Source: an optimization exercise on an open RTL-to-GDS flow (aim: small area). Production flows keep margins and buffers that such runs may drop. No functional check of the RTL was part of this run.

`flow/config.mk`:
```
export PLATFORM = sky130hd
export DESIGN_NAME = Calculadora_Top
export DESIGN_NICKNAME = Calculadora_Top
export VERILOG_FILES = /design/flow/design.v
export SDC_FILE = /design/flow/constraint.sdc
export NUM_CORES = 4
export LEC_CHECK = 0
export CAP_MARGIN = 20
export CORE_MARGIN = 2
export CORE_UTILIZATION = 40
export SLEW_MARGIN = 20
```
`flow/constraint.sdc`:
```
create_clock -name core_clock -period 15.0 [get_ports {clock}]
set_input_delay 3.0000 -clock core_clock [delete_from_list [all_inputs] [get_ports {clock}]]
set_output_delay 3.0000 -clock core_clock [all_outputs]
set_load 0.01 [all_outputs]
```
`flow/design.v`:
```
module display(
    input logic [3:0] data,
    output logic a, b, c, d, e, f, g, dp
);
    always_comb begin
        case (data)
            4'd0: {a, b, c, d, e, f, g, dp} = 8'b1111110_0;
            4'd1: {a, b, c, d, e, f, g, dp} = 8'b0110000_0;
            4'd2: {a, b, c, d, e, f, g, dp} = 8'b1101101_0;
            4'd3: {a, b, c, d, e, f, g, dp} = 8'b1111001_0;
            4'd4: {a, b, c, d, e, f, g, dp} = 8'b0110011_0;
            4'd5: {a, b, c, d, e, f, g, dp} = 8'b1011011_0;
            4'd6: {a, b, c, d, e, f, g, dp} = 8'b1011111_0;
            4'd7: {a, b, c, d, e, f, g, dp} = 8'b1110000_0;
            4'd8: {a, b, c, d, e, f, g, dp} = 8'b1111111_0;
            4'd9: {a, b, c, d, e, f, g, dp} = 8'b1110011_0;
            default: {a, b, c, d, e, f, g, dp} = 8'b0000000_0;
        endcase
    end
endmodule
module Display_Ctrl(
  input logic clock,        
  input logic reset,        
  input logic [3:0] dig,    
  input logic [3:0] pos,    
  output logic [7:0] a,
  output logic [7:0] b,
  output logic [7:0] c,
  output logic [7:0] d,
  output logic [7:0] e,
  output logic [7:0] f,
  output logic [7:0] g,
  output logic [7:0] dp
);
  logic [7:0][3:0] data;
  display d0 (.data(data[0]),.a(a[0]), .b(b[0]), .c(c[0]), .d(d[0]), .e(e[0]), .f(f[0]), .g(g[0]), .dp(dp[0]));
  display d1 (.data(data[1]),.a(a[1]), .b(b[1]), .c(c[1]), .d(d[1]), .e(e[1]), .f(f[1]), .g(g[1]), .dp(dp[1]));
  display d2 (.data(data[2]),.a(a[2]), .b(b[2]), .c(c[2]), .d(d[2]), .e(e[2]), .f(f[2]), .g(g[2]), .dp(dp[2]));
  display d3 (.data(data[3]),.a(a[3]), .b(b[3]), .c(c[3]), .d(d[3]), .e(e[3]), .f(f[3]), .g(g[3]), .dp(dp[3]));
  display d4 (.data(data[4]),.a(a[4]), .b(b[4]), .c(c[4]), .d(d[4]), .e(e[4]), .f(f[4]), .g(g[4]), .dp(dp[4]));
  display d5 (.data(data[5]),.a(a[5]), .b(b[5]), .c(c[5]), .d(d[5]), .e(e[5]), .f(f[5]), .g(g[5]), .dp(dp[5]));
  display d6 (.data(data[6]),.a(a[6]), .b(b[6]), .c(c[6]), .d(d[6]), .e(e[6]), .f(f[6]), .g(g[6]), .dp(dp[6]));
  display d7 (.data(data[7]),.a(a[7]), .b(b[7]), .c(c[7]), .d(d[7]), .e(e[7]), .f(f[7]), .g(g[7]), .dp(dp[7]));
  always @(posedge clock) begin
    if (reset) begin
      for (int i = 0; i < 8; i++) begin
        data[i] <= 4'b0;
      end
    end else begin
      if (pos < 8 && dig < 10) begin
        data[pos[2:0]] <= dig;
      end
    end
  end
endmodule
module Calculadora(
    input logic [3:0] cmd,   
    input logic reset,
    input logic clock,
    output logic [1:0] status,  
    output logic [3:0] pos,      
    output logic [3:0] dig       
);
    typedef enum logic [1:0] {ERRO, PRONTA, OCUPADA} statetype;
    statetype estados;
    reg [31:0] reg1, reg2, saida, contador;
    reg [3:0] op;
    reg set_op, flag;
    reg [31:0] resultado, temp;
    reg [3:0] dig_count;
    reg exibir_resultado;
    assign status = estados[1:0];
    always @(posedge clock) begin
        if (reset) begin
            estados         <= PRONTA;
            op              <= 4'b1010;
            dig             <= 0;
            pos             <= 0;
            set_op          <= 0;
            flag            <= 0;
            reg1            <= 32'd0;
            reg2            <= 32'd0;
            saida           <= 32'b0;
            contador        <= 32'd0;
            resultado       <= 0;
            temp            <= 0;
            dig_count       <= 0;
            exibir_resultado <= 0;
        end else begin
            case (estados)
                PRONTA: begin
                    if (exibir_resultado) begin
                        if (dig_count < 8) begin
                            dig <= temp % 10;
                            pos <= dig_count;
                            temp <= temp / 10;
                            dig_count <= dig_count + 1;
                        end else begin
                            exibir_resultado <= 0;
                        end
                    end else if (cmd < 10 && !set_op) begin
                        reg1 <= (reg1 * 10) + cmd;
                        dig  <= cmd;
                        if (flag) pos <= pos + 1;
                        flag <= 1;
                    end else if (cmd < 10 && set_op) begin
                        reg2 <= (reg2 * 10) + cmd;
                        dig  <= cmd;
                        if (flag) pos <= pos + 1;
                        flag <= 1;
                    end else if (cmd >= 10 && cmd != 4'b1110 && cmd != 4'b1111) begin
                        op     <= cmd;
                        set_op <= 1;
                    end else if (cmd == 4'b1110) begin
                        case (op)
                            4'b1010: begin   
                                resultado <= reg1 + reg2;
                                temp <= reg1 + reg2;
                                dig_count <= 0;
                                exibir_resultado <= 1;
                            end
                            4'b1011: begin   
                                resultado <= reg1 - reg2;
                                temp <= reg1 - reg2;
                                dig_count <= 0;
                                exibir_resultado <= 1;
                            end
                            4'b1100: begin   
                                if (reg1 == 0 || reg2 == 0) begin
                                    resultado <= 0;
                                    temp <= 0;
                                    dig_count <= 0;
                                    exibir_resultado <= 1;
                                end else begin
                                    saida <= 0;
                                    contador <= 0;
                                    estados <= OCUPADA;
                                end
                            end
                            default: estados <= ERRO;
                        endcase
                    end else if (cmd == 4'b1111) begin
                        if (set_op) begin
                            reg2 <= reg2 / 10;
                            pos  <= pos - 1;
                        end else begin
                            reg1 <= reg1 / 10;
                            pos  <= pos - 1;
                        end
                    end
                    if ((!set_op && reg1 > 32'd99999999) || (set_op && reg2 > 32'd99999999))
                        estados <= ERRO;
                end
                ERRO: begin
                    if (cmd == 4'b1111) begin
                        estados  <= PRONTA;
                        reg1     <= 0;
                        reg2     <= 0;
                        saida    <= 0;
                        op       <= 0;
                        set_op   <= 0;
                        contador <= 0;
                        dig      <= 0;
                        pos      <= 0;
                        exibir_resultado <= 0;
                    end
                end
                OCUPADA: begin
                    if (contador < reg2) begin
                        saida    <= saida + reg1;
                        contador <= contador + 1;
                    end else begin
                        contador <= 0;
                        if (saida > 32'd99999999)
                            estados <= ERRO;
                        else begin
                            estados <= PRONTA;
                            resultado <= saida;
                            temp <= saida;
                            dig_count <= 0;
                            exibir_resultado <= 1;
                        end
                    end
                end
            endcase
        end
    end
endmodule
module Calculadora_Top(
    input logic [3:0] cmd,
    input logic reset, clock,
    output logic [7:0] d0, d1, d2, d3, d4, d5, d6, d7    
);
    logic [3:0] dig, pos;   
    logic [1:0] status;      
    logic [7:0] a, b, c, d, e, f, g, dp;   
    Calculadora calculo (
        .clock(clock),
        .reset(reset),
        .cmd(cmd),
        .dig(dig),
        .pos(pos),
        .status(status)
    );
    Display_Ctrl controlador(
        .clock(clock),
        .reset(reset),
        .dig(dig),
        .pos(pos),
        .a(a),
        .b(b),
        .c(c),
        .d(d),
        .e(e),
        .f(f),
        .g(g),
        .dp(dp)
    );
    assign d0 = {a[0], b[0], c[0], d[0], e[0], f[0], g[0], dp[0]};
    assign d1 = {a[1], b[1], c[1], d[1], e[1], f[1], g[1], dp[1]};
    assign d2 = {a[2], b[2], c[2], d[2], e[2], f[2], g[2], dp[2]};
    assign d3 = {a[3], b[3], c[3], d[3], e[3], f[3], g[3], dp[3]};
    assign d4 = {a[4], b[4], c[4], d[4], e[4], f[4], g[4], dp[4]};
    assign d5 = {a[5], b[5], c[5], d[5], e[5], f[5], g[5], dp[5]};
    assign d6 = {a[6], b[6], c[6], d[6], e[6], f[6], g[6], dp[6]};
    assign d7 = {a[7], b[7], c[7], d[7], e[7], f[7], g[7], dp[7]};
endmodule
```
`flow/run.sh`:
```
#!/bin/bash
# synth_recipe.tcl (not shown) runs the flow's synth.tcl, then flattens the netlist and writes it again
# the make line also repeats each setting of config.mk as NAME=value (left out here)
make -C /OpenROAD-flow-scripts/flow DESIGN_CONFIG=/design/flow/config.mk WORK_HOME=/design/flow/orfs CLKGATE_MAP_FILE= SYNTH_SCRIPT=/design/flow/synth_recipe.tcl finish
```
==> metrics.cfg <==
[clock_tree]
clock_path_buffers=3
postCtsHoldBufs=0
clk_pin_slew_ps=60
worstSkewPairLatency_ps=560
cts_resized=0
clock-root-buffer=clkbuf_16
post_cts_buffers=0
cts_tree=done
htreeDepth=2
cts_made_buffers=36
cts_num_sinks=269

[yosys]
syn_area_sq_mm=0.0361
ys_types=150
syn_inst=4976
yosysSeqAreaShare_pct=14.9
synth-seq-cells=269
synth_top_area_share_pct=14.9
yosys-top-cells-count=nor2_1, nand2_1, a21oi_1
syn_avg_cell_area_sq_um=7.25
synth_edf_count=0
synthTopCellsByArea=dfxtp_1, ha_1, nor2_1, a21oi_1, xnor2_1
synth.most_common_cell=nor2_1
async_flop_share_pct=0
ys.flop_type=dfxtp_1
ys_warn_count=3
synth_largest_area_cell=dfxtp_1

[grt]
antenna_found_initial=1
grt_usage_pct=22.7
met3_usage_pct=2.44
busiest_layer=met2
grt_overflow=0
grt.met2_usage_pct=36.7
grt_max_degree=81
grt_pass1_vias=33500
grt_first_pass_wirelength_mm=179
grtUsageMet1_pct=31.9

[worst_setup_path]
crit_arrival_ps=13980
ff2ff_path_depth=37
cp-start-kind=flip-flop
cp_num_buf_inv=0
reg2reg_to=calculo.reg1[0]$_SDFFE_PP0P_
cp_top_family=compound AO/OA/AOI/OAI gates
end_kind=flip-flop
cp_max_fo=24
cp_slowest_cell=dfxtp_1
r2r_slack_ps=1420
slowest_delay_ps=960
worstPathRequired_ps=15400
crit_type=reg2reg
r2r-start=calculo.reg1[27]$_SDFFE_PP0P_

[place]
io_buffer_count=61
dpl.hpwl_mm=79.6
gp_congestion=0.920

[final_layout]
area_growth_pct=4.95
antenna_cells=0
seqCellArea_sq_mm=0.00539
fillCellCount=9257
layout.nets=4996
multi_input_comb_area_sq_mm=0.0279
drive_above_1_share_pct=6.71

[drt]
wire_per_inst_um=18.6
vias=36900
vias_per_cell=6.23
wl_mm=110
ant_nets=0
drtIter0Drc=4143
dr.pass1.iters=9
drc=0

[timing]
worst_slew_pin_slew_ps=1110
skew_ps=19.1
finalSetupTns_ps=0
period_share_pct=90.5
rsz0062_at_grt=false
hold_viol_final=0
fmax_ghz=0.0737
maxSlewHeadroom_pct=25.9
setup-violations-final=0
slew_viol_final=0
period_needed_ps=13580

[job]
maxCapViolCount=0

[status]
status=complete, no violations

[hold_path]
hold_path.class=reg2reg
min_from=controlador.data[0]$_SDFFE_PP0P_
min_to=controlador.data[0]$_SDFFE_PP0P_
hold_path_depth=2

[die]
die_height_um=304
fp.dieW_um=304
coreArea_sq_mm=0.0897
rows=110
fp.dieArea_sq_mm=0.0926
ios=70
start_util_pct=40.2

state kept, by name, summed over array words and instances (netlist names), 32 cells and up:
register	count
calculo.contador	32
controlador.data	32
calculo.reg1	32
calculo.reg2	32
calculo.saida	32
calculo.temp	32
worst reg2reg max path: cells and delay by family, from the launching register on:
| kind | cells | cell delay, ps |
|---|---|---|
| AO/OA/AOI/OAI | 22 | 7600 |
| AND/OR/NAND/NOR | 11 | 3440 |
| XOR/XNOR | 3 | 1020 |
| flip-flops | 1 | 960 |
| multiplexers | 1 | 420 |
layout by cell type, fill, tap and decap left out, types with 33 or more instances in the layout:
| cell type | Yosys | final |
|---|---|---|
| a211oi_1 | 51 | 51 |
| a21o_1 | 97 | 97 |
| a21oi_1 | 358 | 358 |
| a221oi_1 | 38 | 38 |
| a222oi_1 | 43 | 43 |
| a22oi_1 | 92 | 92 |
| a31oi_1 | 57 | 57 |
| and3_1 | 60 | 60 |
| buf_4 | 79 | 57 |
| clkbuf_16 | 0 | 36 |
| clkdlybuf4s50_1 | 0 | 60 |
| dfxtp_1 | 269 | 269 |
| ha_1 | 270 | 270 |
| inv_1 | 169 | 169 |
| mux2i_1 | 61 | 61 |
| nand2_1 | 359 | 359 |
| nand2b_1 | 47 | 47 |
| nand3_1 | 169 | 168 |
| nand4_1 | 58 | 58 |
| nor2_1 | 557 | 555 |
| nor2b_1 | 52 | 52 |
| nor3_1 | 171 | 166 |
| nor4_1 | 39 | 39 |
| o2111ai_1 | 40 | 40 |
| o211ai_1 | 55 | 55 |
| o21ai_0 | 241 | 241 |
| o21ai_1 | 37 | 36 |
| o21bai_1 | 66 | 66 |
| o22ai_1 | 33 | 33 |
| o31ai_1 | 53 | 53 |
| xnor2_1 | 192 | 192 |
| xor2_1 | 94 | 94 |
how the worst max path moves through the flow:
stage	cells after the start	startpoint	slack, ps	endpoint
3_5_place_dp	37	calculo.reg1[27]$_SDFFE_PP0P_	1740	calculo.reg1[0]$_SDFFE_PP0P_
6_report	37	calculo.reg1[27]$_SDFFE_PP0P_	1420	calculo.reg1[0]$_SDFFE_PP0P_
3_3_place_gp	37	calculo.reg1[27]$_SDFFE_PP0P_	1920	calculo.reg1[0]$_SDFFE_PP0P_
4_1_cts	37	calculo.reg1[27]$_SDFFE_PP0P_	1730	calculo.reg1[0]$_SDFFE_PP0P_
5_1_grt	37	calculo.reg1[27]$_SDFFE_PP0P_	470	calculo.reg1[0]$_SDFFE_PP0P_
2_1_floorplan	43	calculo.reg1[26]$_SDFFE_PP0P_	4580	calculo.reg1[0]$_SDFFE_PP0P_
area by class of cell:
cell class	count	area share (%)
clock buffer	49	2.59
timing repair buffer	118	2.75
sequential	269	14.2
multi-input combinational	4085	73.8
clock inverter	17	0.724
inverter	204	2.02
tap	1176	3.89
per-stage QoR:
stage / utilization (%) / hold slack, ps / worst slack, ps / instance area, sq um / cells
floorplan: - / 440 / 4580 / 36100 / 4983
global placement: 40.8 / 448 / 1920 / 36600 / 5852
detailed placement: 40.8 / 464 / 1740 / 36600 / 5852
CTS: 42.2 / 472 / 1730 / 37900 / 5918
global route: 42.2 / 489 / 465 / 37900 / 5918
finish: 42.2 / 473 / 1420 / 37900 / 5918
cells by family (layout without fill, tap and decap cells):
family	Yosys count	in the layout	synth area share, %
multiplexers	80	80	2.34
XOR/XNOR	288	288	7.05
AO/OA/AOI/OAI	1684	1684	34.3
AND/OR/NAND/NOR	1743	1743	23.7
flip-flops	269	269	14.9
buffers and inverters	629	388	7.81
other	1	8	0.0104
adder cells (fa/ha/maj)	282	282	9.86
routing by layer:
| metal | vias up | wire length, um |
|---|---|---|
| met5 | - | 13 |
| met4 | 2 | 2530 |
| met3 | 170 | 6320 |
| met2 | 1228 | 49700 |
| met1 | 17400 | 51700 |
| li1 | 18100 | - |

[re-timing with driven ports]
How much do the figures lean on ideal ports? The routed layout below was timed once more, with nothing changed but the port constraints.
Step 1 assumes that a clkbuf_16 drives the clock port and a buf_2 every other input.
Step 2, shift: input delay + t, output delay - t, t = (earliest + latest rising clock arrival at the registers) / 2. This alone moves slack from input paths to output paths.
Slacks: ideal / step 1 / step 2; pairs: ideal / step 1.
shift t [ns]: 0.617
setup slack, ns: 1.423 / 1.423 / 1.423
worst setup path after step 2: register to register
worst register clock-pin slew, ns: 0.06 / 0.06
After both steps this run still meets setup and hold. The setup slack of this run moves by 0.000 ns with the drivers and by 0.000 ns with both steps.
